What follows belongs to an exercise in optimizing a design on an open flow for small area; a production flow would make more cautious choices. Where RTL was checked, it was by simulation tests only, not by an equivalence proof against the original. For run 1, only the layout was checked, not whether the RTL still works. Power figures rest on the tool's default switching activity, not on a simulated workload.

$ cat design/flow/config.mk
export PLATFORM = sky130hd
export DESIGN_NAME = jt34070
export DESIGN_NICKNAME = jt34070
export VERILOG_FILES = /design/flow/design.v
export SDC_FILE = /design/flow/constraint.sdc
export NUM_CORES = 4
export LEC_CHECK = 0
export CAP_MARGIN = 20
export CORE_MARGIN = 2
export CORE_UTILIZATION = 80
export CTS_BUF_LIST = sky130_fd_sc_hd__clkbuf_8
export CTS_CLUSTER_DIAMETER = 50
export CTS_CLUSTER_SIZE = 20
export GPL_TIMING_DRIVEN = 0
export SLEW_MARGIN = 20
export SYNTH_HIERARCHICAL = 1
$ cat design/flow/constraint.sdc
create_clock -name core_clock -period 5.0 [get_ports {clk}]
set_input_delay 1.0000 -clock core_clock [delete_from_list [all_inputs] [get_ports {clk}]]
set_output_delay 1.0000 -clock core_clock [all_outputs]
set_load 0.01 [all_outputs]
$ cat design/flow/design.v
module jt34070_aoi222(
    input  a0, b0, a1, b1, a2, b2,
    output y
);
assign y = ~((a0 & b0) | (a1 & b1) | (a2 & b2));
endmodule
module jt34070_nand3(
    input  a, b, c,
    output y
);
assign y = ~(a & b & c);
endmodule
module jt34070_nor2(
    input  a, b,
    output y
);
assign y = ~(a | b);
endmodule
module jt34070_nand2(
    input  a, b,
    output y
);
assign y = ~(a & b);
endmodule
module jt34070_hold(
    input  en, hold, d, q,
    output y
);
assign y = (en & d) | (hold & q);
endmodule
module jt34070_inv(
    input  a,
    output y
);
assign y = ~a;
endmodule
module jt34070_colbit(
    input  [5:0] n,
    input        en, hold, q,
    output       y
);
wire x0, x1, y_n;
jt34070_nand3  u_x0( .a(n[0]), .b(n[1]), .c(n[2]), .y(x0) );
jt34070_nand3  u_x1( .a(n[3]), .b(n[4]), .c(n[5]), .y(x1) );
jt34070_aoi222 u_ao( .a0(en), .b0(x0), .a1(en), .b1(x1), .a2(hold), .b2(q), .y(y_n) );
jt34070_inv    u_y ( .a(y_n), .y(y) );
endmodule
module jt34070_hold3(
    input  ea, a, eb, b, hold, q,
    output y
);
wire y_n;
jt34070_aoi222 u_ao( .a0(ea), .b0(a), .a1(eb), .b1(b), .a2(hold), .b2(q), .y(y_n) );
jt34070_inv    u_y ( .a(y_n), .y(y) );
endmodule
module jt34070_cnt0(
    input  one, en, f, hold, q,
    output y
);
assign y = one | (en & f) | (hold & q);
endmodule
module jt34070(
    input            rst,
    input            clk,
    input            cen,
    output reg       cen2d,      
    input            mode,
    input            dataen,
    input            dump,       
    output reg       xat,
    input      [3:0] din_a,      
    input      [3:0] din_b,      
    output reg [3:0] red,
    output reg [3:0] green,
    output reg [3:0] blue
);
reg  [223:0] pal;            
reg  [ 4:0] ldst;            
reg  [ 3:0] dlhi;            
reg  [ 3:0] amux;            
reg         rdokl, phase;
wire        rdok, wr;
wire [ 7:0] wdata;           
wire [ 5:0] wdath;           
wire [31:0] wen, whold;
wire [ 3:0] wlo_n;           
wire [ 7:0] whi_n;
wire [ 3:0] amux_n;
wire [ 3:0] plo_n, phi_n;    
wire [15:0] asel;
wire [13:0] rd_n0;           
wire        e12;
wire        col_en, col_hold, xat_en, xat_hold, dl_en, dl_hold;
wire        am_ea, am_eb, am_hold;
wire [223:0] pal_nx;
wire [ 3:0] dlhi_nx, amux_nx;
wire [11:0] col_nx;
wire        xat_nx;
wire [ 4:0] ldst_nx;
wire        ld_fb, wr_inc, wr_one, ld_hold;
assign rdok  = !mode && !dataen;
assign wr    = cen & rdok & ~rst;
assign wdata = { din_a, din_b };
assign wdath = { din_a[2:1], din_b };
function [4:0] ld_state;
    input integer k;
    integer i;
    reg [4:0] s;
    begin
        s = 5'd0;
        for( i=0; i<k; i=i+1 )
            s = { s[3:0], s[4] ^ s[2] ^ (s[3:0]==4'd0) };
        ld_state = s;
    end
endfunction
genvar gi, gj;
generate
    for( gi=0; gi<4; gi=gi+1 ) begin : wlo
        jt34070_nand3 u( .a(wr), .b(ldst[0]==gi[0]), .c(ldst[1]==gi[1]), .y(wlo_n[gi]) );
    end
    for( gi=0; gi<8; gi=gi+1 ) begin : whi
        jt34070_nand3 u( .a(ldst[2]==gi[0]), .b(ldst[3]==gi[1]), .c(ldst[4]==gi[2]),
            .y(whi_n[gi]) );
    end
    for( gi=0; gi<32; gi=gi+1 ) begin : wdec
        localparam [4:0] S = ld_state(gi);
        jt34070_nor2 u( .a(wlo_n[S[1:0]]), .b(whi_n[S[4:2]]), .y(wen[gi]) );
        jt34070_nor2 v( .a(wen[gi]), .b(rst), .y(whold[gi]) );
    end
endgenerate
generate
    for( gi=0; gi<16; gi=gi+1 ) begin : pent
        for( gj=0; gj<14; gj=gj+1 ) begin : pbit
            if( gj<8 ) begin : lo
                jt34070_hold u( .en(wen[2*gi+1]), .hold(whold[2*gi+1]), .d(wdata[gj]),
                    .q(pal[14*gi+gj]), .y(pal_nx[14*gi+gj]) );
            end else begin : hi
                jt34070_hold u( .en(wen[2*gi]), .hold(whold[2*gi]), .d(wdath[gj-8]),
                    .q(pal[14*gi+gj]), .y(pal_nx[14*gi+gj]) );
            end
        end
    end
endgenerate
always @(posedge clk) pal <= pal_nx;
assign amux_n = ~amux;
generate
    for( gi=0; gi<4; gi=gi+1 ) begin : rpre
        jt34070_nand2 ulo( .a(gi[0] ? amux[0] : amux_n[0]), .b(gi[1] ? amux[1] : amux_n[1]),
            .y(plo_n[gi]) );
        jt34070_nand2 uhi( .a(gi[0] ? amux[2] : amux_n[2]), .b(gi[1] ? amux[3] : amux_n[3]),
            .y(phi_n[gi]) );
    end
    for( gi=0; gi<16; gi=gi+1 ) begin : rdec
        jt34070_nor2 u( .a(plo_n[gi%4]), .b(phi_n[gi/4]), .y(asel[gi]) );
    end
endgenerate
assign col_en   = ~rst & cen & dataen & ~e12;
assign col_hold = ~rst & ( ~cen | (dataen & e12) );
assign xat_en   = ~rst & cen & dataen;
assign xat_hold = ~rst & ~( cen & dataen );
assign dl_en    = ~rst & cen & phase;
assign dl_hold  = ~rst & ~( cen & phase );
assign am_ea    = dl_en;
assign am_eb    = ~rst & cen & ~phase;
assign am_hold  = ~rst & ~cen;
generate
    for( gi=0; gi<14; gi=gi+1 ) begin : rd_bit
        wire [5:0] n;  
        for( gj=0; gj<5; gj=gj+1 ) begin : rd_grp
            jt34070_aoi222 u_aoi(
                .a0( asel[3*gj  ] ), .b0( pal[14*(3*gj  )+gi] ),
                .a1( asel[3*gj+1] ), .b1( pal[14*(3*gj+1)+gi] ),
                .a2( asel[3*gj+2] ), .b2( pal[14*(3*gj+2)+gi] ),
                .y ( n[gj] )
            );
        end
        jt34070_nand2 u_last( .a(asel[15]), .b(pal[14*15+gi]), .y(n[5]) );
        if( gi<12 ) begin : col
            jt34070_colbit u( .n(n), .en(col_en), .hold(col_hold),
                .q( gi<4 ? blue[gi%4] : gi<8 ? green[gi%4] : red[gi%4] ), .y(col_nx[gi]) );
        end
        if( gi==12 ) begin : rep
            assign e12 = ~&n;
        end
        if( gi==13 ) begin : xa
            jt34070_colbit u( .n(n), .en(xat_en), .hold(xat_hold), .q(xat), .y(xat_nx) );
        end
    end
    for( gi=0; gi<4; gi=gi+1 ) begin : dl
        jt34070_hold u( .en(dl_en), .hold(dl_hold), .d(din_a[gi]), .q(dlhi[gi]), .y(dlhi_nx[gi]) );
        jt34070_hold3 v( .ea(am_ea), .a(din_b[gi]), .eb(am_eb), .b(dlhi[gi]), .hold(am_hold),
            .q(amux[gi]), .y(amux_nx[gi]) );
    end
endgenerate
assign wr_inc  = wr & rdokl;
assign wr_one  = wr & ~rdokl;
assign ld_hold = ~( wr | rst );
assign ld_fb   = ldst[4] ^ ldst[2] ^ ( ldst[3:0]==4'd0 );
jt34070_cnt0 u_cnt0( .one(wr_one), .en(wr_inc), .f(ld_fb), .hold(ld_hold), .q(ldst[0]),
    .y(ldst_nx[0]) );
generate
    for( gi=1; gi<5; gi=gi+1 ) begin : cnt
        jt34070_hold u( .en(wr_inc), .hold(ld_hold), .d(ldst[gi-1]), .q(ldst[gi]),
            .y(ldst_nx[gi]) );
    end
endgenerate
always @(posedge clk) begin
    cen2d <= ~phase & cen;
    { red, green, blue } <= col_nx;
    xat    <= xat_nx;
    dlhi   <= dlhi_nx;
    amux   <= amux_nx;
    ldst   <= ldst_nx;
end
always @(posedge clk) begin
    if( rst ) begin
        rdokl <= 0;
        phase <= 0;
    end else if(cen) begin
        rdokl <= rdok;
        phase <= ~phase;
    end
end
endmodule
$ cat design/flow/flow/run.sh
#!/bin/bash
set -euo pipefail
export BUFFER_PORTS_ARGS="-buffer_cell sky130_fd_sc_hd__buf_1"
export CTS_ARGS="-sink_clustering_enable -repair_clock_nets -sink_clustering_size 20 -sink_clustering_max_diameter 70 -buf_list sky130_fd_sc_hd__clkbuf_8 -root_buf sky130_fd_sc_hd__clkbuf_4 -tree_buf sky130_fd_sc_hd__clkbuf_4 -dont_use_dummy_load"
RES=orfs/results/${FLOW_PLATFORM}/jt34070/base
bash standard.sh synth > make_synth.log 2>&1
cp $RES/1_2_yosys.v $RES/1_2_yosys.orig.v
python3 flow/downsize.py ${FLOW_HOME}/platforms/${FLOW_PLATFORM}/lib/sky130_fd_sc_hd__tt_025C_1v80.lib $RES/1_2_yosys.v > downsize.log 2>&1
touch $RES/1_2_yosys.v
bash standard.sh finish > make_finish.log 2>&1
$ cat design/flow/flow/downsize.py
#!/usr/bin/env python3
"""Swap each combinational cell of a synthesized netlist for the smallest-area
cell of the same family (same function and pins, other drive strength).
Registers and clock cells are left as synthesis made them.
usage: downsize.py LIBERTY NETLIST"""
import re
import sys

lib_path, net_path = sys.argv[1], sys.argv[2]
lib = open(lib_path).read()
cells = {}
for m in re.finditer(r'\n\s*cell\s*\(\s*"?(\w+)"?\s*\)\s*\{', lib):
    name = m.group(1)
    end = lib.find('\n    cell (', m.end())
    body = lib[m.end():end if end > 0 else len(lib)]
    area = float(re.search(r'area\s*:\s*([\d.]+)', body).group(1))
    pins = tuple(sorted(set(re.findall(r'\bpin\s*\(\s*"?(\w+)"?\s*\)', body))))
    seq = ' ff ' in body or 'ff (' in body or 'latch (' in body or 'statetable' in body
    cells[name] = (area, pins, seq)

keep = re.compile(r'__(clk|dly|tap|fill|decap|conb|probe|lpflow|diode|mux2i)')
fam = {}
for name, (area, pins, seq) in cells.items():
    m = re.match(r'(sky130_fd_sc_hd__\w+?)_(\d+)$', name)
    if m and not seq and not keep.search(name):
        fam.setdefault((m.group(1), pins), []).append((area, name))

def best(name):
    if name not in cells:
        return name
    area, pins, seq = cells[name]
    m = re.match(r'(sky130_fd_sc_hd__\w+?)_(\d+)$', name)
    if seq or not m or keep.search(name):
        return name
    cands = fam.get((m.group(1), pins), [])
    a, n = min(cands, default=(area, name))
    return n if a < area else name

net = open(net_path).read()
count = 0
def sub(m):
    global count
    new = best(m.group(2))
    if new != m.group(2):
        count += 1
    return m.group(1) + new + m.group(3)
net = re.sub(r'(^\s*)(sky130_fd_sc_hd__\w+)(\s)', sub, net, flags=re.M)
open(net_path, 'w').write(net)
print(f"downsized {count} cells")
$ cat design/flow/standard.sh
#!/bin/bash
# synth_recipe.tcl (not shown) runs the flow's synth.tcl, then flattens the netlist and writes it again
# the make line also repeats each setting of config.mk as NAME=value (left out here)
make -C /OpenROAD-flow-scripts/flow DESIGN_CONFIG=/design/flow/config.mk WORK_HOME=/design/flow/orfs CLKGATE_MAP_FILE= SYNTH_SCRIPT=/design/flow/synth_recipe.tcl "${@:-finish}"
==> results.tsv, run 1 <==
metric	value	unit
io_buffer_count	25	
place_congestion	0.958	
dieArea	11900	um2
synth_ff_type	dfxtp_1	
numCtsBuffers	16	
seq_area_frac_synth	57.3	%
routed-via-count	7613	
yosysMostFrequentCell	dfxtp_1	
worstSkewPairLatency	610	ps
cp_slowest_stage_delay	860	ps
crit_slowest_cell	nor4b_1	
synth_enable_flop_cells	0	
cp_num_buf_inv	2	
row_count	38	
path_delay_family	simple AND/OR/NAND/NOR gates	
root_buffer	clkbuf_4	
ys_warn_count	7	
grt_max_degree	34	
syn_to_final_growth	5.86	%
fmax	251	MHz
core	10800	um2
fp.dieW	109	um
drt_iter0_drc	1463	
fin_crit_sh	79.5	%
synth_area_leader_cell	dfxtp_1	
finalNonFillerCells	954	
ys_top_cells_by_area	dfxtp_1, a22o_1, a222oi_1	
floorplan.initialDensity	81.7	%
ant_nets	0	
setup_viol	0	
die_y	109	um
finalHoldViolCount	0	
cts_setup_buffers	0	
wl	24600	um
fillers	560	
regArea	5060	um2
synthCells	769	
ys_ff_latch	253	
setup_slack	1020	ps
yosys-top-cells-count	dfxtp_1, a22o_1, a222oi_1, nor2_1, nand3_1	
power_density	322	nW/um2
htreeDepth	1	
via_per_inst	7.98	
io_pins	28	
overflow	0	
ys_area	8840	um2
place_ws	482	ps
hold_slack	485	ps
async_flop_share	0	%
r2r.worst_path.cells	9	
maxSlewViolCount	0	
cts_tree	yes	
total_leakage_power	0.00360	uW
n_antenna_cell	0	
synth_area	8820	um2
ctsResizeCount	0	
synth_top_area_share	57.3	%
critPathKind	primary input to flip-flop	
cts_hold_buf	0	
drc_errors	0	
nets	830	
worst_pin_slew	1250	ps
dp_hpwl	15600	um
cp.depth	7	
cp_max_fo	33	
drt_pass1_iterations	12	
grt_usage	41.0	%
crit_arrival	4490	ps
startpoint_type	primary input	
cts.sinks	253	
ys_types	24	
avgSynthCellArea	11.5	um2
fin_area	9340	um2
cp.required	5510	ps
synthesis.nets	783	
run_status	no timing/DRC/antenna violations	
hold_path_class	flip-flop to flip-flop	
path_clk_slew	110	ps
skew	31.7	ps
finalSetupTns	0	ps
grt_pass1_wl	38000	um
dp.cells	935	
fin_crit	3980	ps
wl_per_cell	25.8	um
ir_worst_vdd	0.000321	V
rsz0062_at_grt	false	
cap_violations	0	
antenna_found_initial	0	
crit_top_cell	nor2_1	
drive_gt1_share	3.69	%
grt_pass1_vias	7173	
relSlewSlack	16.2	%
cts_max_path_buffers	3	
hold_depth	1	
cp_cell_sequence	buf_2 -> buf_1 -> nor4b_1 -> nand3_1 -> nor2_1 -> nor2_1 -> a22o_1	
cp-end-kind	flip-flop	
place_area	9110	um2
multi_input_area	3640	um2
## per-module statistics from Yosys, one instance, submodules excluded, excerpt
module | cells inside | cell area, um2 | copies in the design | flip-flops and latches
jt34070_aoi222 | 1 | 10.0 | 87 | 0
jt34070_cnt0 | 1 | 10.0 | 1 | 0
jt34070_hold | 1 | 8.76 | 232 | 0
jt34070_inv | 1 | 3.75 | 17 | 0
jt34070_nand2 | 1 | 3.75 | 22 | 0
jt34070_nor2 | 1 | 3.75 | 80 | 0
## kinds of logic (layout without fill, tap and decap cells)
| group | count (synthesis) | after routing | share of synthesized area, % |
|---|---|---|---|
| DFF | 253 | 253 | 57.3 |
| xor gates and xnor gates | 1 | 1 | 0.0991 |
| and+or+nand+nor | 158 | 158 | 7.80 |
| AOI/OAI and AO/OA | 326 | 326 | 33.4 |
| buffers and inverters | 31 | 76 | 1.37 |
## worst reg2reg max path, cell delays in order, from the launching register on
cell,delay [ps]
dfxtp_1,360
inv_1,80
nand2_1,140
nor2_1,950
a222oi_1,310
nand4_1,230
nor3_2,120
buf_4,210
a222oi_1,380
inv_1,90
## layout make-up
| type | instances | share of cell area, % |
|---|---|---|
| Buffer | 2 | 0.0804 |
| Multi-Input combinational cell | 485 | 39.0 |
| Timing Repair Buffer | 29 | 1.42 |
| Tap cell | 140 | 1.88 |
| Sequential cell | 253 | 54.3 |
| Inverter | 29 | 1.17 |
| Clock buffer | 16 | 2.16 |
## layer usage
layer  GRT usage [%]  vias to the layer above  wire (um)
met5               0                        -          0
met3            7.89                      123       3230
met4            17.2                        0       1140
met2            65.3                      639      11000
li1                -                     3256          -
met1            55.0                     3595       9190
## report_power, final
part	switching (uW)	total [uW]	internal [uW]
clock network	576	838	262
registers	6.66	2030	2020
logic	112	134	22.6
total	694	3000	2310
## registers in the layout, indices dropped and copies added (netlist names)
signal and count:
green 4, xat 1, amux 4, ldst 5, blue 4, red 4, pal 224, cen2d 1
rdokl 1, dlhi 4, phase 1
## worst paths after layout
kind | start | end | slack (ps)
hold / removal | pal[152] | pal[152] | 490
setup reg to reg | amux[0] | green[0] | 2040
setup / recovery | rst | pal[131] | 1020
hold reg to reg | pal[152] | pal[152] | 490
## per-stage QoR
step                      util [%]  power [uW]
final                         86.5        3000
after global routing          86.5        3070
after CTS                     86.3        2990
after detailed placement      84.4        2200
after global placement        84.2        2190
after floorplan                  -        2130
## cells in the final DEF, fill, tap and decap left out
cell type / count
clkbuf_8: 13
a221o_1: 1
nor3_1: 1
nand3b_1: 1
or3_1: 1
nand4_1: 1
nand2_1: 23
buf_4: 4
nor2_1: 84
a211oi_1: 1
and2b_1: 1
o221a_2: 1
a21o_1: 1
and2_1: 2
a22o_1: 232
nor4b_1: 2
and3_1: 1
buf_2: 7
xnor2_1: 1
nor3_2: 1
nor2_2: 1
inv_1: 29
a21oi_1: 3
nand3_1: 39
dfxtp_1: 253
a222oi_1: 87
buf_1: 20
clkbuf_4: 3
==> run 2: changes to the inputs <==
--- a/design/flow/design.v
+++ b/design/flow/design.v
@@ -27,6 +27,12 @@
     output y
 );
 assign y = (en & d) | (hold & q);
+endmodule
+module jt34070_oai21(
+    input  a, b, c,
+    output y
+);
+assign y = ~((a | b) & c);
 endmodule
 module jt34070_inv(
     input  a,
@@ -39,11 +45,12 @@
     input        en, hold, q,
     output       y
 );
-wire x0, x1, y_n;
+wire x0, x1, ld_n, hd_n;
 jt34070_nand3  u_x0( .a(n[0]), .b(n[1]), .c(n[2]), .y(x0) );
 jt34070_nand3  u_x1( .a(n[3]), .b(n[4]), .c(n[5]), .y(x1) );
-jt34070_aoi222 u_ao( .a0(en), .b0(x0), .a1(en), .b1(x1), .a2(hold), .b2(q), .y(y_n) );
-jt34070_inv    u_y ( .a(y_n), .y(y) );
+jt34070_oai21  u_ld( .a(x0), .b(x1), .c(en), .y(ld_n) );
+jt34070_nand2  u_hd( .a(hold), .b(q), .y(hd_n) );
+jt34070_nand2  u_y ( .a(ld_n), .b(hd_n), .y(y) );
 endmodule
 module jt34070_hold3(
     input  ea, a, eb, b, hold, q,
==> design/flow/flow/run.sh (replaced) <==
#!/bin/bash
set -euo pipefail
export BUFFER_PORTS_ARGS="-buffer_cell sky130_fd_sc_hd__buf_1"
export CTS_ARGS="-sink_clustering_enable -repair_clock_nets -sink_clustering_size 20 -sink_clustering_max_diameter 50 -buf_list sky130_fd_sc_hd__clkbuf_8 -root_buf sky130_fd_sc_hd__clkbuf_4 -tree_buf sky130_fd_sc_hd__clkbuf_4 -dont_use_dummy_load"
RES=orfs/results/${FLOW_PLATFORM}/jt34070/base
bash standard.sh synth > make_synth.log 2>&1
cp $RES/1_2_yosys.v $RES/1_2_yosys.orig.v
python3 flow/downsize.py ${FLOW_HOME}/platforms/${FLOW_PLATFORM}/lib/sky130_fd_sc_hd__tt_025C_1v80.lib $RES/1_2_yosys.v > downsize.log 2>&1
touch $RES/1_2_yosys.v
bash standard.sh finish > make_finish.log 2>&1
--- a/design/flow/config.mk
+++ b/design/flow/config.mk
@@ -7,7 +7,7 @@
 export LEC_CHECK = 0
 export CAP_MARGIN = 20
 export CORE_MARGIN = 2
-export CORE_UTILIZATION = 80
+export CORE_UTILIZATION = 88
 export CTS_BUF_LIST = sky130_fd_sc_hd__clkbuf_8
 export CTS_CLUSTER_DIAMETER = 50
 export CTS_CLUSTER_SIZE = 20
==> run 2 against run 1 <==
Compared with the run above: synthesized area fell by 0.18%; synthesized cell count rose by 1.7%; the flow now stops in global placement without I/O.
==> results.tsv, run 2 <==
metric	value	unit	change
run_status	did not finish		
synthCells	782		+1.7%
yosys-top-cells-count	dfxtp_1, a22o_1, nor2_1, a222oi_1, nand2_1		
synth_enable_flop_cells	0		unchanged
async_flop_share	0	%	unchanged
lastStage	global placement without I/O		
fp.dieW	104	um	-4.6%
ys_ff_latch	253		unchanged
synth_ff_type	dfxtp_1		
ys_types	25		+4.2%
ys_area	8820	um2	-0.18%
synth_area	8800	um2	-0.18%
synth_top_area_share	57.4	%	+0.11 points
ys_warn_count	7		unchanged
floorplan.initialDensity	90.5	%	+8.8 points
synth_area_leader_cell	dfxtp_1		
seq_area_frac_synth	57.4	%	+0.11 points
die_y	104	um	-4.6%
synthesis.nets	796		+1.7%
row_count	36		-5.3%
firstError	[ERROR GPL-0301] Utilization 103.682 % exceeds 100%.		
yosysMostFrequentCell	dfxtp_1		
ys_top_cells_by_area	dfxtp_1, a22o_1, a222oi_1		
avgSynthCellArea	11.3	um2	-1.8%
## run 2: cell families after synthesis
kind of cell | after synthesis | synth area share [%]
xor gates and xnor gates | 1 | 0.0993
AOI/OAI and AO/OA | 326 | 32.7
DFF | 253 | 57.4
buffers and inverters | 18 | 0.823
and+or+nand+nor | 184 | 8.92
## run 2: modules after synthesis (local to each module, per instance), a selection
module | copies in the design | flip-flops and latches | cells inside | cell area (um2)
jt34070_cnt0 | 1 | 0 | 1 | 10.0
jt34070_hold | 232 | 0 | 1 | 8.76
jt34070_aoi222 | 74 | 0 | 1 | 10.0
jt34070_oai21 | 13 | 0 | 1 | 5.00
jt34070 | 1 | 253 | 292 | 5290
jt34070_nand3 | 38 | 0 | 1 | 5.00
jt34070_nand2 | 48 | 0 | 1 | 3.75
jt34070_inv | 4 | 0 | 1 | 3.75
jt34070_nor2 | 80 | 0 | 1 | 3.75
==> run 3: changes to the inputs <==
--- a/design/flow/config.mk
+++ b/design/flow/config.mk
@@ -7,7 +7,7 @@
 export LEC_CHECK = 0
 export CAP_MARGIN = 20
 export CORE_MARGIN = 2
-export CORE_UTILIZATION = 88
+export CORE_UTILIZATION = 80
 export CTS_BUF_LIST = sky130_fd_sc_hd__clkbuf_8
 export CTS_CLUSTER_DIAMETER = 50
 export CTS_CLUSTER_SIZE = 20
==> run 3 against run 2 <==
Compared with the run above: the run now finishes clean; synthesized area unchanged; synthesized cell count is the same.
==> results.tsv, run 3 <==
metric	value	unit	change
run_status	no timing/DRC/antenna violations		
cp-end-kind	flip-flop		
crit-reg2reg-launch	amux[1]		
drt_pass1_iterations	12		
dieArea	11900	um2	
ys_top_cells_by_area	dfxtp_1, a22o_1, a222oi_1		
cp_num_buf_inv	2		
min-delay-start	green[0]		
largest_registers	pal (224), ldst (5)		
ir_worst_vdd	0.000321	V	
synth_area	8800	um2	unchanged
worstSkewPairLatency	620	ps	
n_antenna_cell	0		
row_count	38		+5.6%
drt_iter0_drc	1193		
ys_types	25		unchanged
syn_to_final_growth	5.66	%	
crit_top_cell	nor2_1		
fin_crit	4000	ps	
yosysMostFrequentCell	dfxtp_1		
final_common_cell	dfxtp_1		
critPathKind	primary input to flip-flop		
largest_reg_flops	224		
grt_max_degree	34		
cp_slowest_stage_delay	820	ps	
floorplan.initialDensity	81.6	%	-8.9 points
fmax	250	MHz	
cp_cell_sequence	buf_2 -> buf_1 -> nor4b_1 -> nand3_1 -> nor2_1 -> nor2_1 -> a22o_1		
cts_setup_buffers	0		
drive_gt1_share	3.16	%	
finalHoldViolCount	0		
grt_usage	39.6	%	
regMostFlops	pal		
avgSynthCellArea	11.3	um2	unchanged
crit_slowest_cell	nor4b_1		
worst_pin_slew	1150	ps	
power_density	324	nW/um2	
cp.depth	7		
seq_area_frac_synth	57.4	%	unchanged
crit_start	rst		
relSlewSlack	22.8	%	
total_leakage_power	0.00355	uW	
cts_max_path_buffers	3		
wl	24200	um	
cap_violations	0		
setup_viol	0		
maxSlewViolCount	0		
io_buffer_count	25		
async_flop_share	0	%	unchanged
dp_hpwl	15700	um	
path_delay_family	simple AND/OR/NAND/NOR gates		
io_pins	28		
synth_enable_flop_cells	0		unchanged
r2r_end	red[3]		
antenna_found_initial	0		
yosys-top-cells-count	dfxtp_1, a22o_1, nor2_1, a222oi_1, nand2_1		
grt_pass1_vias	7174		
skew	34.6	ps	
numCtsBuffers	17		
startpoint_type	primary input		
fp.dieW	109	um	+4.7%
cts.sinks	253		
fin_crit_sh	79.9	%	
place_area	9080	um2	
ys_warn_count	7		unchanged
min_to	green[0]		
synthCells	782		unchanged
cts_hold_buf	0		
cts_tree	yes		
die_y	109	um	+4.7%
hold_depth	2		
layout_common_cells	dfxtp_1, a22o_1, nor2_1		
synth_ff_type	dfxtp_1		
finalNonFillerCells	964		
core	10800	um2	
reg2reg_slack	2210	ps	
synthesis.nets	796		unchanged
ys_ff_latch	253		unchanged
via_per_inst	7.98		
r2r.worst_path.cells	8		
drc_errors	0		
nets	840		
place_congestion	0.953		
finalSetupTns	0	ps	
fin_area	9300	um2	
grt_pass1_wl	36900	um	
cp_max_fo	33		
cp.required	5500	ps	
ant_nets	0		
htreeDepth	1		
ctsResizeCount	0		
power	3010	uW	
dp.cells	947		
synth_top_area_share	57.4	%	unchanged
synth_area_leader_cell	dfxtp_1		
rsz0062_at_grt	false		
overflow	0		
routed-via-count	7694		
hold_path_class	flip-flop to flip-flop		
crit_arrival	4500	ps	
ys_area	8820	um2	unchanged
path_clk_slew	100	ps	
root_buffer	clkbuf_4		
wl_per_cell	25.1	um	
## run 3: worst register-to-register path, stage by stage (launching register included)
cell and delay (ps):
dfxtp_1 390, inv_1 80, nand2_1 170, nor2_1 280, a222oi_1 590, nand4_1 230
nor3_2 620, o21ai_1 250, nand2_1 120
## run 3: worst max-delay path by stage
| stage | to | slack (ps) |
|---|---|---|
| final | pal[45] | 1000 |
| after global routing | pal[74] | 800 |
| after floorplan | pal[0] | 1830 |
| after detailed placement | pal[131] | 540 |
| after global placement | pal[128] | 300 |
| after CTS | pal[132] | 1190 |
## run 3: area by class of cell
cell class                      instances  area, um2
Timing Repair Buffer                   25        103
Buffer                                  2       7.51
Fill cell                             572       1490
Tap cell                              140        175
Inverter                               16       60.1
Clock buffer                           17        215
Multi-Input combinational cell        511       3670
Sequential cell                       253       5060
## run 3: kinds of logic (layout without fill, tap and decap cells)
family          Yosys count  count (layout)  share of synthesized area, %
buf+inv                  18              60                         0.823
xor+xnor                  1               1                        0.0993
simple gates            184             184                          8.92
compound gates          326             326                          32.7
flops                   253             253                          57.4
## run 3: through the flow
stage,setup WS [ps],hold slack [ps],util [%]
global placement,295,425,84.0
CTS,1190,444,86.1
global route,801,462,86.2
finish,1000,441,86.2
detailed placement,544,429,84.1
floorplan,1830,430,-
## run 3: where the power goes
group / total, uW / switching (uW) / internal, uW
Sequential: 2030 / 6.70 / 2020
Combinational: 134 / 112 / 22.1
Clock: 852 / 573 / 279
## run 3: modules after synthesis (local to each module, per instance), a selection
| module | area, um2 | flops+latches | copies in the design |
|---|---|---|---|
| jt34070 | 5290 | 253 | 1 |
| jt34070_aoi222 | 10.0 | 0 | 74 |
| jt34070_cnt0 | 10.0 | 0 | 1 |
| jt34070_hold | 8.76 | 0 | 232 |
| jt34070_inv | 3.75 | 0 | 4 |
| jt34070_nand2 | 3.75 | 0 | 48 |
| jt34070_nand3 | 5.00 | 0 | 38 |
| jt34070_nor2 | 3.75 | 0 | 80 |
| jt34070_oai21 | 5.00 | 0 | 13 |
## run 3: per-layer routing
metal	global-route usage [%]	vias up	share of wire [%]
met1	52.9	3640	38
li1	-	3286	-
met2	63.2	649	45
met4	17.5	0	4.6
met3	7.17	119	12
met5	0	-	0
==> run 4: changes to the inputs <==
--- a/design/flow/design.v
+++ b/design/flow/design.v
@@ -51,14 +51,6 @@
 jt34070_oai21  u_ld( .a(x0), .b(x1), .c(en), .y(ld_n) );
 jt34070_nand2  u_hd( .a(hold), .b(q), .y(hd_n) );
 jt34070_nand2  u_y ( .a(ld_n), .b(hd_n), .y(y) );
-endmodule
-module jt34070_hold3(
-    input  ea, a, eb, b, hold, q,
-    output y
-);
-wire y_n;
-jt34070_aoi222 u_ao( .a0(ea), .b0(a), .a1(eb), .b1(b), .a2(hold), .b2(q), .y(y_n) );
-jt34070_inv    u_y ( .a(y_n), .y(y) );
 endmodule
 module jt34070_cnt0(
     input  one, en, f, hold, q,
@@ -84,7 +76,7 @@
 reg  [223:0] pal;            
 reg  [ 4:0] ldst;            
 reg  [ 3:0] dlhi;            
-reg  [ 3:0] amux;            
+reg  [ 3:0] amux_n;          
 reg         rdokl, phase;
 wire        rdok, wr;
 wire [ 7:0] wdata;           
@@ -92,7 +84,7 @@
 wire [31:0] wen, whold;
 wire [ 3:0] wlo_n;           
 wire [ 7:0] whi_n;
-wire [ 3:0] amux_n;
+wire [ 3:0] amux;
 wire [ 3:0] plo_n, phi_n;    
 wire [15:0] asel;
 wire [13:0] rd_n0;           
@@ -100,7 +92,7 @@
 wire        col_en, col_hold, xat_en, xat_hold, dl_en, dl_hold;
 wire        am_ea, am_eb, am_hold;
 wire [223:0] pal_nx;
-wire [ 3:0] dlhi_nx, amux_nx;
+wire [ 3:0] dlhi_nx, amux_n_nx;
 wire [11:0] col_nx;
 wire        xat_nx;
 wire [ 4:0] ldst_nx;
@@ -149,7 +141,7 @@
     end
 endgenerate
 always @(posedge clk) pal <= pal_nx;
-assign amux_n = ~amux;
+assign amux = ~amux_n;
 generate
     for( gi=0; gi<4; gi=gi+1 ) begin : rpre
         jt34070_nand2 ulo( .a(gi[0] ? amux[0] : amux_n[0]), .b(gi[1] ? amux[1] : amux_n[1]),
@@ -195,8 +187,8 @@
     end
     for( gi=0; gi<4; gi=gi+1 ) begin : dl
         jt34070_hold u( .en(dl_en), .hold(dl_hold), .d(din_a[gi]), .q(dlhi[gi]), .y(dlhi_nx[gi]) );
-        jt34070_hold3 v( .ea(am_ea), .a(din_b[gi]), .eb(am_eb), .b(dlhi[gi]), .hold(am_hold),
-            .q(amux[gi]), .y(amux_nx[gi]) );
+        jt34070_aoi222 v( .a0(am_ea), .b0(din_b[gi]), .a1(am_eb), .b1(dlhi[gi]),
+            .a2(am_hold), .b2(amux[gi]), .y(amux_n_nx[gi]) );
     end
 endgenerate
 assign wr_inc  = wr & rdokl;
@@ -216,7 +208,7 @@
     { red, green, blue } <= col_nx;
     xat    <= xat_nx;
     dlhi   <= dlhi_nx;
-    amux   <= amux_nx;
+    amux_n <= amux_n_nx;
     ldst   <= ldst_nx;
 end
 always @(posedge clk) begin
==> run 4 against run 3 <==
Compared with the run above: total power decreased by 0.86%; die area decreased by 0.17%; sequential share of layout area grew 0.081 points; first-iteration DRC count grew 18%; final area is 0.15% lower; cell count is 0.41% lower; register-to-register slack improved by 40 ps; critical endpoint is now pal[132]; non-clock buffer count rose by 1; global-route usage increased by 0.55 points; hold slack better by 2.0 ps; via count down 1.1%.
==> results.tsv, run 4 <==
metric	value	unit	change
grt_pass1_vias	6987		-2.6%
run_status	no timing/DRC/antenna violations		
place_congestion	0.925		-2.9%
cap_violations	0		unchanged
cp.required	5460	ps	-40 ps
multi_input_area	3680	um2	+0.20%
fin_crit	4080	ps	+82.2 ps
regArea	5060	um2	unchanged
grt_max_degree	34		unchanged
ys_types	25		unchanged
worstSkewPairLatency	620	ps	about the same
synth_enable_flop_cells	0		unchanged
ys_area	8810	um2	-0.17%
path_delay_family	simple AND/OR/NAND/NOR gates		
startpoint_type	primary input		
total_leakage_power	0.00355	uW	-0.14%
crit_arrival	4540	ps	+40 ps
wl	24200	um	-0.32%
core	10800	um2	unchanged
cts_max_path_buffers	3		unchanged
fp.dieW	109	um	about the same
synthesis.nets	792		-0.50%
yosys-top-cells-count	dfxtp_1, a22o_1, nor2_1, a222oi_1, nand2_1		
fillers	554		-3.1%
synth_top_family_by_area	compound AO/OA/AOI/OAI gates		
nets	836		-0.48%
numCtsBuffers	16		-1
drt_iter0_drc	1402		+18%
cts_setup_buffers	0		unchanged
hold_path_class	flip-flop to flip-flop		
yosysMostFrequentCell	dfxtp_1		
n_antenna_cell	0		unchanged
hold_slack	443	ps	+2.03 ps
fin_crit_sh	81.6	%	+1.6 points
synth_top_area_share	57.5	%	+0.098 points
met2_length	11300	um	+3.2%
avgSynthCellArea	11.3	um2	+0.34%
crit_top_cell	nor2_1		
largest_reg_flops	224		unchanged
dp_hpwl	15500	um	-1.1%
synthSimpleGateAreaFrac	8.94	%	+0.015 points
synth_area_leader_cell	dfxtp_1		
htreeDepth	1		unchanged
synth_xor_area_share	0.0994	%	+0.00017 points
relSlewSlack	20.8	%	-2.0 points
m1WireLength	9350	um	+1.8%
drt_pass1_iterations	8		-4
ys_top_cells_by_area	dfxtp_1, a22o_1, a222oi_1		
cp_slowest_stage_delay	860	ps	+40 ps
drive_gt1_share	3.54	%	+0.38 points
layout_common_cells	dfxtp_1, a22o_1, nor2_1		
dieArea	11800	um2	-0.17%
largest_registers	pal (224), ldst (5)		
wl_per_cell	25.2	um	about the same
wl_met3	2560	um	-14%
place_ws	596	ps	+51.5 ps
cts_tree	yes		
overflow	0		unchanged
cts_hold_buf	0		unchanged
regMostFlops	pal		
crit_slowest_cell	nor4b_1		
drc_errors	0		unchanged
cp_cell_sequence	buf_2 -> buf_1 -> nor4b_1 -> nand3_1 -> nor2_1 -> nor2_1 -> a22o_1		
synth_compound_area_share	32.8	%	+0.056 points
power_density	322	nW/um2	-0.71%
via_per_inst	7.93		-0.65%
cp_max_fo	33		unchanged
critPathKind	primary input to flip-flop		
grt_pass1_wl	37100	um	+0.52%
setup_viol	0		unchanged
cp-end-kind	flip-flop		
row_count	38		unchanged
ctsResizeCount	0		unchanged
rsz0062_at_grt	false		
final_common_cell	dfxtp_1		
ys_warn_count	7		unchanged
seq_area_frac_synth	57.5	%	+0.098 points
setup_slack	922	ps	-82.2 ps
muxShareOfSynthArea	0	%	unchanged
synth_ff_type	dfxtp_1		
syn_to_final_growth	5.68	%	about the same
async_flop_share	0	%	unchanged
maxSlewViolCount	0		unchanged
routed-via-count	7612		-1.1%
grt_usage	40.2	%	+0.55 points
skew	59.6	ps	+25.0 ps
worst_pin_slew	1180	ps	+29.6 ps
ant_nets	0		unchanged
die_y	109	um	about the same
cp_num_buf_inv	2		unchanged
finalHoldViolCount	0		unchanged
ys_ff_latch	253		unchanged
top_layer	met4		
finalSetupTns	0	ps	unchanged
ir_worst_vdd	0.000288	V	-10%
yosys.area_share.adder	0	%	unchanged
synth_area	8790	um2	-0.17%
path_clk_slew	110	ps	about the same
cts.sinks	253		unchanged
antenna_found_initial	0		unchanged
fmax	245	MHz	-2.0%
root_buffer	clkbuf_4		
io_buffer_count	25		unchanged
io_pins	28		unchanged
synthCells	778		-0.51%
floorplan.initialDensity	81.4	%	-0.14 points
## run 4: cell types whose count changed after synthesis
cell   delta
inv_1     -4
## run 4: power breakdown
group | switching, uW | leakage, uW | internal (uW)
combinational | 111 | 0.00140 | 22.0
sequential | 6.35 | 0.00204 | 2020
clock | 564 | 0.000107 | 262
total | 682 | 0.00355 | 2310
## run 4: area by class of cell
type	instances	area share [%]
inverters	12	0.485
clock buffers	16	2.17
flip-flops and latches	253	54.5
multi-input cells	511	39.7
plain buffers	2	0.0808
repair buffers	26	1.19
well taps	140	1.89
## run 4: modules after synthesis (local to each module, per instance), excerpt
| module | copies in the design | flip-flops and latches |
|---|---|---|
| jt34070 | 1 | 253 |
| jt34070_nand2 | 48 | 0 |
| jt34070_hold | 232 | 0 |
| jt34070_cnt0 | 1 | 0 |
| jt34070_nand3 | 38 | 0 |
| jt34070_oai21 | 13 | 0 |
| jt34070_nor2 | 80 | 0 |
| jt34070_aoi222 | 74 | 0 |
## run 4: cells by family (layout without fill, tap and decap cells)
logic type / Yosys count / in the layout
AO/OA/AOI/OAI: 326 / 326
XOR/XNOR: 1 / 1
buffers and inverters: 14 / 56
flip-flops: 253 / 253
AND/OR/NAND/NOR: 184 / 184
## run 4: final timing paths
check | start | endpoint | slack, ps | cells past startpoint
worst min-delay path | dlhi[0] | amux_n[0] | 440 | 1
worst min register to register | dlhi[0] | amux_n[0] | 440 | 1
worst max-delay path | rst | pal[132] | 920 | 7
worst max register to register | amux_n[3] | red[2] | 2250 | 8
## run 4: metrics by stage
step | total power (uW) | utilization, % | instance area [um2] | instances
4_1_cts | 2980 | 85.9 | 9270 | 959
6_report | 2990 | 86.0 | 9290 | 960
5_1_grt | 3060 | 86.0 | 9290 | 960
3_5_place_dp | 2200 | 84.0 | 9060 | 943
3_3_place_gp | 2190 | 83.9 | 9060 | 943
2_1_floorplan | 2130 | - | 8790 | 778
## run 4: layer usage
metal  global-route usage [%]  vias up
li1                         -     3268
met3                     5.56       94
met1                     55.6     3677
met5                        0        -
met2                     64.5      573
met4                     15.2        0
==> run 5: changes to the inputs <==
--- a/design/flow/design.v
+++ b/design/flow/design.v
@@ -33,12 +33,6 @@
     output y
 );
 assign y = ~((a | b) & c);
-endmodule
-module jt34070_inv(
-    input  a,
-    output y
-);
-assign y = ~a;
 endmodule
 module jt34070_colbit(
     input  [5:0] n,
@@ -52,11 +46,17 @@
 jt34070_nand2  u_hd( .a(hold), .b(q), .y(hd_n) );
 jt34070_nand2  u_y ( .a(ld_n), .b(hd_n), .y(y) );
 endmodule
-module jt34070_cnt0(
+module jt34070_hold_n(
+    input  en, hold, d, q,
+    output y
+);
+assign y = ~((en & d) | (hold & q));
+endmodule
+module jt34070_cnt0_n(
     input  one, en, f, hold, q,
     output y
 );
-assign y = one | (en & f) | (hold & q);
+assign y = ~(one | (en & f) | (hold & q));
 endmodule
 module jt34070(
     input            rst,
@@ -74,7 +74,7 @@
     output reg [3:0] blue
 );
 reg  [223:0] pal;            
-reg  [ 4:0] ldst;            
+reg  [ 4:0] ldst_n;          
 reg  [ 3:0] dlhi;            
 reg  [ 3:0] amux_n;          
 reg         rdokl, phase;
@@ -95,7 +95,7 @@
 wire [ 3:0] dlhi_nx, amux_n_nx;
 wire [11:0] col_nx;
 wire        xat_nx;
-wire [ 4:0] ldst_nx;
+wire [ 4:0] ldst, ldst_n_nx;
 wire        ld_fb, wr_inc, wr_one, ld_hold;
 assign rdok  = !mode && !dataen;
 assign wr    = cen & rdok & ~rst;
@@ -195,12 +195,13 @@
 assign wr_one  = wr & ~rdokl;
 assign ld_hold = ~( wr | rst );
 assign ld_fb   = ldst[4] ^ ldst[2] ^ ( ldst[3:0]==4'd0 );
-jt34070_cnt0 u_cnt0( .one(wr_one), .en(wr_inc), .f(ld_fb), .hold(ld_hold), .q(ldst[0]),
-    .y(ldst_nx[0]) );
+assign ldst    = ~ldst_n;
+jt34070_cnt0_n u_cnt0( .one(wr_one), .en(wr_inc), .f(ld_fb), .hold(ld_hold), .q(ldst[0]),
+    .y(ldst_n_nx[0]) );
 generate
     for( gi=1; gi<5; gi=gi+1 ) begin : cnt
-        jt34070_hold u( .en(wr_inc), .hold(ld_hold), .d(ldst[gi-1]), .q(ldst[gi]),
-            .y(ldst_nx[gi]) );
+        jt34070_hold_n u( .en(wr_inc), .hold(ld_hold), .d(ldst[gi-1]), .q(ldst[gi]),
+            .y(ldst_n_nx[gi]) );
     end
 endgenerate
 always @(posedge clk) begin
@@ -209,7 +210,7 @@
     xat    <= xat_nx;
     dlhi   <= dlhi_nx;
     amux_n <= amux_n_nx;
-    ldst   <= ldst_nx;
+    ldst_n <= ldst_n_nx;
 end
 always @(posedge clk) begin
     if( rst ) begin
==> run 5 against run 4 <==
Compared with the run above: still clean on timing, DRC and antenna; critical path depth did not move; first-iteration DRC count shrank 6.1%; synthesized cell count is the same; clock skew is 7.2 ps higher; total power rose by 0.93%; clock power rose by 3.4%; sequential share of layout area fell by 0.051 points; non-clock buffer count unchanged; combinational power about the same; wire length increased by 1.4%; critical path type unchanged; largest cell class unchanged; highest routed layer unchanged.
==> results.tsv, run 5 <==
metric	value	unit	change
drc_errors	0		unchanged
fin_area	9300	um2	about the same
cts_tree	yes		
worstSkewPairLatency	640	ps	+20 ps
place_congestion	0.975		+5.4%
drt_iter0_drc	1317		-6.1%
root_buffer	clkbuf_4		
numCtsBuffers	17		+1
cap_violations	0		unchanged
yosys.area_share.adder	0	%	unchanged
row_count	38		unchanged
synthCells	778		unchanged
wl	24500	um	+1.4%
power	3020	uW	+0.93%
ys_warn_count	7		unchanged
relSlewSlack	17.0	%	-3.8 points
ant_nets	0		unchanged
synth_xor_area_share	0.0991	%	-0.00035 points
m1WireLength	9150	um	-2.1%
maxSlewViolCount	0		unchanged
synth_enable_flop_cells	0		unchanged
power_density	325	nW/um2	+0.83%
io_buffer_count	25		unchanged
hold_path_class	flip-flop to flip-flop		
dieArea	11800	um2	about the same
cp.required	5470	ps	about the same
startpoint_type	primary input		
cts_setup_buffers	0		unchanged
ys_types	24		-4.0%
ys_area	8840	um2	+0.36%
async_flop_share	0	%	unchanged
synth_area	8780	um2	about the same
top_layer	met4		
dp_hpwl	15700	um	+1.2%
fmax	265	MHz	+8.2%
finalSetupTns	0	ps	unchanged
via_per_inst	7.96		+0.37%
cp_max_fo	33		unchanged
drt_pass1_iterations	9		+1
wl_met3	2980	um	+16%
synth_area_leader_cell	dfxtp_1		
largest_reg_flops	224		unchanged
yosysMostFrequentCell	dfxtp_1		
met2_length	11100	um	-2.1%
antenna_found_initial	1		+1
fin_crit_sh	75.4	%	-6.2 points
place_ws	540	ps	-56.4 ps
critPathKind	primary input to flip-flop		
cts_hold_buf	0		unchanged
layout_common_cells	dfxtp_1, a22o_1, nor2_1		
die_y	109	um	about the same
fp.dieW	109	um	about the same
seq_area_frac_synth	57.3	%	-0.20 points
ctsResizeCount	0		unchanged
synth_ff_type	dfxtp_1		
grt_pass1_wl	37400	um	+0.86%
synth_compound_area_share	32.9	%	+0.12 points
cts_max_path_buffers	3		unchanged
htreeDepth	1		unchanged
cts.sinks	253		unchanged
setup_slack	1230	ps	+308 ps
crit_arrival	4240	ps	-300 ps
synthSimpleGateAreaFrac	8.90	%	-0.032 points
worst_pin_slew	1240	ps	+56.4 ps
avgSynthCellArea	11.3	um2	about the same
skew	66.8	ps	+7.17 ps
synthesis.nets	792		unchanged
overflow	0		unchanged
drive_gt1_share	3.41	%	-0.13 points
ir_worst_vdd	0.000332	V	+15%
io_pins	28		unchanged
nets	837		+0.12%
final_util	86.1	%	about the same
core	10800	um2	unchanged
synth_top_family_by_area	compound AO/OA/AOI/OAI gates		
routed-via-count	7656		+0.58%
place_area	9060	um2	about the same
rsz0062_at_grt	false		
wl_per_cell	25.5	um	+1.2%
floorplan.initialDensity	81.4	%	about the same
setup_viol	0		unchanged
ys_ff_latch	253		unchanged
cp-end-kind	flip-flop		
fin_crit	3770	ps	-308 ps
total_leakage_power	0.00359	uW	+1.2%
largest_registers	pal (224), ldst_n (5)		
final_common_cell	dfxtp_1		
fillers	575		+3.8%
ys_top_cells_by_area	dfxtp_1, a22o_1, a222oi_1		
muxShareOfSynthArea	0	%	unchanged
grt_pass1_vias	7123		+1.9%
grt_usage	40.6	%	+0.43 points
syn_to_final_growth	5.86	%	
grt_max_degree	34		unchanged
synth_top_area_share	57.3	%	-0.20 points
finalHoldViolCount	0		unchanged
yosys-top-cells-count	dfxtp_1, a22o_1, nor2_1, a222oi_1, nand2_1		
path_clk_slew	90	ps	-20 ps
run_status	no timing/DRC/antenna violations		
regMostFlops	pal		
run 5: changes by cell type in the layout (fill, tap and decap cells not counted), moves of 2 or more:
cell,before,now
nor2_2,3,0
a22oi_1,0,4
nand2b_1,0,2
a22o_1,232,228
nor4b_1,2,0
nor2_1,82,84
run 5: path summary, 6_finish.rpt:
kind,slack [ps],end,from,depth (start not counted)
worst min-delay path,440,green[1],green[1],2
worst max register to register,2200,green[3],amux_n[0],8
worst min register to register,440,green[1],green[1],2
worst max-delay path,1230,pal[116],rst,7
run 5: Yosys stat by module (local to each module, per instance), excerpt:
| module | cells | copies in the design | flops+latches |
|---|---|---|---|
| jt34070_hold | 1 | 228 | 0 |
| jt34070_oai21 | 1 | 13 | 0 |
| jt34070_aoi222 | 1 | 74 | 0 |
| jt34070_hold_n | 1 | 4 | 0 |
| jt34070_cnt0_n | 1 | 1 | 0 |
| jt34070 | 292 | 1 | 253 |
| jt34070_nor2 | 1 | 80 | 0 |
| jt34070_nand2 | 1 | 48 | 0 |
| jt34070_nand3 | 1 | 38 | 0 |
run 5: cells by family after synthesis:
family	count (synthesis)
and+or+nand+nor	184
DFF	253
xor gates and xnor gates	1
buffers and inverters	14
AOI/OAI and AO/OA	326
run 5: per-stage QoR:
stage,instances,hold slack (ps)
after global routing,962,469
after detailed placement,943,432
after floorplan,778,418
final,962,442
after CTS,960,446
after global placement,943,425
run 5: critical path, cell delays in order:
cell     delay [ps]
buf_2           330
buf_1           300
nor4b_2         610
nand3_1         600
nor2_1          750
nor2_1          330
a22o_1          290
run 5: cell type report:
class / instances / area (um2) / area share [%]
antenna: 1 / 2.50 / 0.0269
clock buffer: 17 / 215 / 2.32
inverter: 12 / 45.0 / 0.485
sequential: 253 / 5060 / 54.5
buffer: 2 / 7.51 / 0.0808
timing repair buffer: 26 / 110 / 1.18
multi-input combinational: 511 / 3670 / 39.5
tap: 140 / 175 / 1.88
run 5: routing by layer:
metal	global-route usage (%)	up-vias
met5	0	-
met4	18.5	0
met3	6.40	125
met2	64.6	618
met1	54.9	3650
li1	-	3263
run 5: power by group:
part           total (uW)  switching (uW)  internal [uW]  leakage [uW]
clock network         855             576            279      0.000114
logic                 134             112           22.1       0.00144
registers            2030            5.52           2020       0.00204
total                3020             693           2320       0.00359
==> run 6: changes to the inputs <==
==> design/flow/flow/run.sh (replaced) <==
#!/bin/bash
set -euo pipefail
export BUFFER_PORTS_ARGS="-buffer_cell sky130_fd_sc_hd__buf_1"
export CTS_ARGS="-sink_clustering_enable -repair_clock_nets -sink_clustering_size 20 -sink_clustering_max_diameter 50 -buf_list {sky130_fd_sc_hd__clkbuf_4 sky130_fd_sc_hd__clkbuf_8} -root_buf sky130_fd_sc_hd__clkbuf_4 -tree_buf sky130_fd_sc_hd__clkbuf_4 -dont_use_dummy_load"
RES=orfs/results/${FLOW_PLATFORM}/jt34070/base
bash standard.sh synth > make_synth.log 2>&1
cp $RES/1_2_yosys.v $RES/1_2_yosys.orig.v
python3 flow/downsize.py ${FLOW_HOME}/platforms/${FLOW_PLATFORM}/lib/sky130_fd_sc_hd__tt_025C_1v80.lib $RES/1_2_yosys.v > downsize.log 2>&1
touch $RES/1_2_yosys.v
bash standard.sh finish > make_finish.log 2>&1
==> run 6 against run 5 <==
Compared with the run above: utilization unchanged; hold slack did not move; die area unchanged; synthesized cell count unchanged; worst setup slack unchanged; largest cell class unchanged; highest routed layer unchanged.
==> results.tsv, run 6 <==
metric	value	unit	change
cp.depth	7		unchanged
grt_usage	40.6	%	unchanged
io_buffer_count	25		unchanged
cp_num_buf_inv	2		unchanged
synthSimpleGateAreaFrac	8.90	%	unchanged
wl	24500	um	unchanged
synth_xor_area_share	0.0991	%	unchanged
synth_enable_flop_cells	0		unchanged
layout_common_cells	dfxtp_1, a22o_1, nor2_1		
cts_hold_buf	0		unchanged
yosysMostFrequentCell	dfxtp_1		
final_util	86.1	%	unchanged
synth_top_family_by_area	compound AO/OA/AOI/OAI gates		
clkPwrFrac	28.3	%	about the same
antenna_found_initial	1		unchanged
numCtsBuffers	17		unchanged
die_y	109	um	unchanged
cts_setup_buffers	0		unchanged
place_ws	540	ps	unchanged
grt_pass1_wl	37400	um	unchanged
seq_area_frac_synth	57.3	%	unchanged
root_buffer	clkbuf_4		
setup_viol	0		unchanged
synth_ff_type	dfxtp_1		
nets	837		unchanged
setup_slack	1230	ps	unchanged
ys_types	24		unchanged
crit_slowest_cell	nor2_1		
synthCells	778		unchanged
crit_start	rst		
ys_warn_count	7		unchanged
cp-end-kind	flip-flop		
ys_area	8840	um2	unchanged
combPwrFrac	4.4	%	about the same
crit-reg2reg-launch	amux_n[0]		
r2r_end	green[3]		
ir_worst_vdd	0.000332	V	unchanged
cap_violations	0		unchanged
rsz0062_at_grt	false		
dp_hpwl	15700	um	unchanged
yosys.area_share.adder	0	%	unchanged
fmax	265	MHz	unchanged
htreeDepth	1		unchanged
ctsResizeCount	0		unchanged
cp_slowest_stage_delay	750	ps	about the same
io_pins	28		unchanged
cts_max_path_buffers	3		unchanged
synth_top_area_share	57.3	%	unchanged
crit_top_cell	nor2_1		
ys_top_cells_by_area	dfxtp_1, a22o_1, a222oi_1		
place_congestion	0.975		unchanged
avgSynthCellArea	11.3	um2	unchanged
run_status	no timing/DRC/antenna violations		
finalSetupTns	0	ps	unchanged
sw_frac_of_total	23.0	%	unchanged
muxShareOfSynthArea	0	%	unchanged
path_clk_slew	90	ps	about the same
routed-via-count	7656		unchanged
fp.dieW	109	um	unchanged
cp.required	5470	ps	about the same
regMostFlops	pal		
synth_area_leader_cell	dfxtp_1		
worstSkewPairLatency	640	ps	about the same
power_density	325	nW/um2	unchanged
p_switching	693	uW	unchanged
core	10800	um2	unchanged
synth_compound_area_share	32.9	%	unchanged
synthesis.nets	792		unchanged
cts_tree	yes		
largest_registers	pal (224), ldst_n (5)		
cts.sinks	253		unchanged
r2r.worst_path.cells	8		unchanged
row_count	38		unchanged
grt_pass1_vias	7123		unchanged
cp_cell_sequence	buf_2 -> buf_1 -> nor4b_2 -> nand3_1 -> nor2_1 -> nor2_1 -> a22o_1		
largest_reg_flops	224		unchanged
async_flop_share	0	%	unchanged
via_per_inst	7.96		unchanged
drt_iter0_drc	1317		unchanged
finalHoldViolCount	0		unchanged
drive_gt1_share	3.41	%	unchanged
syn_to_final_growth	5.86	%	unchanged
reg2reg_slack	2200	ps	about the same
place_area	9060	um2	unchanged
path_delay_family	simple AND/OR/NAND/NOR gates		
maxSlewViolCount	0		unchanged
drc_errors	0		unchanged
dieArea	11800	um2	unchanged
hold_path_class	flip-flop to flip-flop		
skew	66.8	ps	unchanged
p_seq_share	67.2	%	about the same
yosys-top-cells-count	dfxtp_1, a22o_1, nor2_1, a222oi_1, nand2_1		
ant_nets	0		unchanged
overflow	0		unchanged
ys_ff_latch	253		unchanged
fin_area	9300	um2	unchanged
final_common_cell	dfxtp_1		
drt_pass1_iterations	9		unchanged
crit_arrival	4240	ps	about the same
worst_pin_slew	1240	ps	unchanged
startpoint_type	primary input		
min-delay-start	green[1]		
relSlewSlack	17.0	%	unchanged
fin_crit	3770	ps	unchanged
internal-power	2320	uW	unchanged
floorplan.initialDensity	81.4	%	unchanged
critPathKind	primary input to flip-flop		
cp_max_fo	33		unchanged
endpoint	pal[116]		
fin_crit_sh	75.4	%	unchanged
synth_area	8780	um2	unchanged
grt_max_degree	34		unchanged
total_leakage_power	0.00359	uW	unchanged
wl_per_cell	25.5	um	unchanged
[run 6: worst min path at each step]
stage	end	slack, ps	cells past startpoint
floorplan	amux_n[0]	420	1
global placement	green[1]	430	2
detailed placement	blue[0]	430	2
CTS	blue[0]	450	2
global route	green[0]	470	2
finish	green[1]	440	2
[run 6: cell families (layout without fill, tap and decap cells)]
logic type,Yosys count,in the layout
flip-flops,253,253
other,0,1
buffers and inverters,14,57
XOR/XNOR,1,1
AO/OA/AOI/OAI,326,326
AND/OR/NAND/NOR,184,184
[run 6: stage by stage]
step	hold slack (ps)	std cells	total power, uW
6_report	442	962	3020
3_5_place_dp	432	943	2200
5_1_grt	469	962	3090
3_3_place_gp	425	943	2190
4_1_cts	446	960	3000
2_1_floorplan	418	778	2130
[run 6: Yosys stat by module (local to each module, per instance), a selection]
module / area (um2) / cells / times used
jt34070_cnt0_n: 15.0 / 1 / 1
jt34070_nor2: 3.75 / 1 / 80
jt34070_nand3: 5.00 / 1 / 38
jt34070_hold_n: 12.5 / 1 / 4
jt34070: 5300 / 292 / 1
jt34070_nand2: 3.75 / 1 / 48
jt34070_aoi222: 10.0 / 1 / 74
jt34070_hold: 8.76 / 1 / 228
jt34070_oai21: 5.00 / 1 / 13
[run 6: area by class of cell]
type                            count  area [um2]
Antenna cell                        1        2.50
Sequential cell                   253        5060
Tap cell                          140         175
Inverter                           12        45.0
Buffer                              2        7.51
Fill cell                         575        1500
Multi-Input combinational cell    511        3670
Timing Repair Buffer               26         110
Clock buffer                       17         215
[run 6: per-layer routing]
layer	vias to the layer above	track usage, %	wire, um
met5	-	0	0
met4	0	18.5	1300
met3	125	6.40	2980
met2	618	64.6	11100
met1	3650	54.9	9150
li1	3263	-	-
[run 6: power by group through the flow]
stage,Combinational (uW),Sequential [uW],Clock (uW)
after global placement,117,2070,0
after floorplan,58.5,2070,0
final,134,2030,855
after CTS,126,2030,851
after global routing,140,2030,917
after detailed placement,125,2070,0
[run 6: worst min-delay path, delay by kind of cell (launching register included)]
kind	cells	cell delay (ps)
flops	1	320
simple gates	2	90

port drivers added, routing unchanged:
Ports are ideal in the flow. The routed layouts listed here were re-timed in OpenROAD.
Step 1: set_driving_cell puts a clkbuf_16 on clk and a buf_2 on each other input, an assumption about the parent block.
Step 2, shift: input delay + t, output delay - t, t = (earliest + latest rising clock arrival at the registers) / 2. This alone moves slack from input paths to output paths.
Slacks: ideal / step 1 / step 2; pairs: ideal / step 1.
run	t (ns)	setup slack, ns	worst setup path at the end	clock arrival spread, ns
run 1	0.633	1.023 / 1.037 / 0.404	input to register	0.032 / 0.033
run 3	0.638	1.004 / 1.019 / 0.381	input to register	0.035 / 0.034
run 4	0.623	0.922 / 0.937 / 0.315	input to register	0.060 / 0.059
run 5	0.645	1.231 / 1.251 / 0.606	input to register	0.067 / 0.067
run 6	0.645	1.231 / 1.251 / 0.606	input to register	0.067 / 0.067
After both steps setup and hold are still met in every run listed.
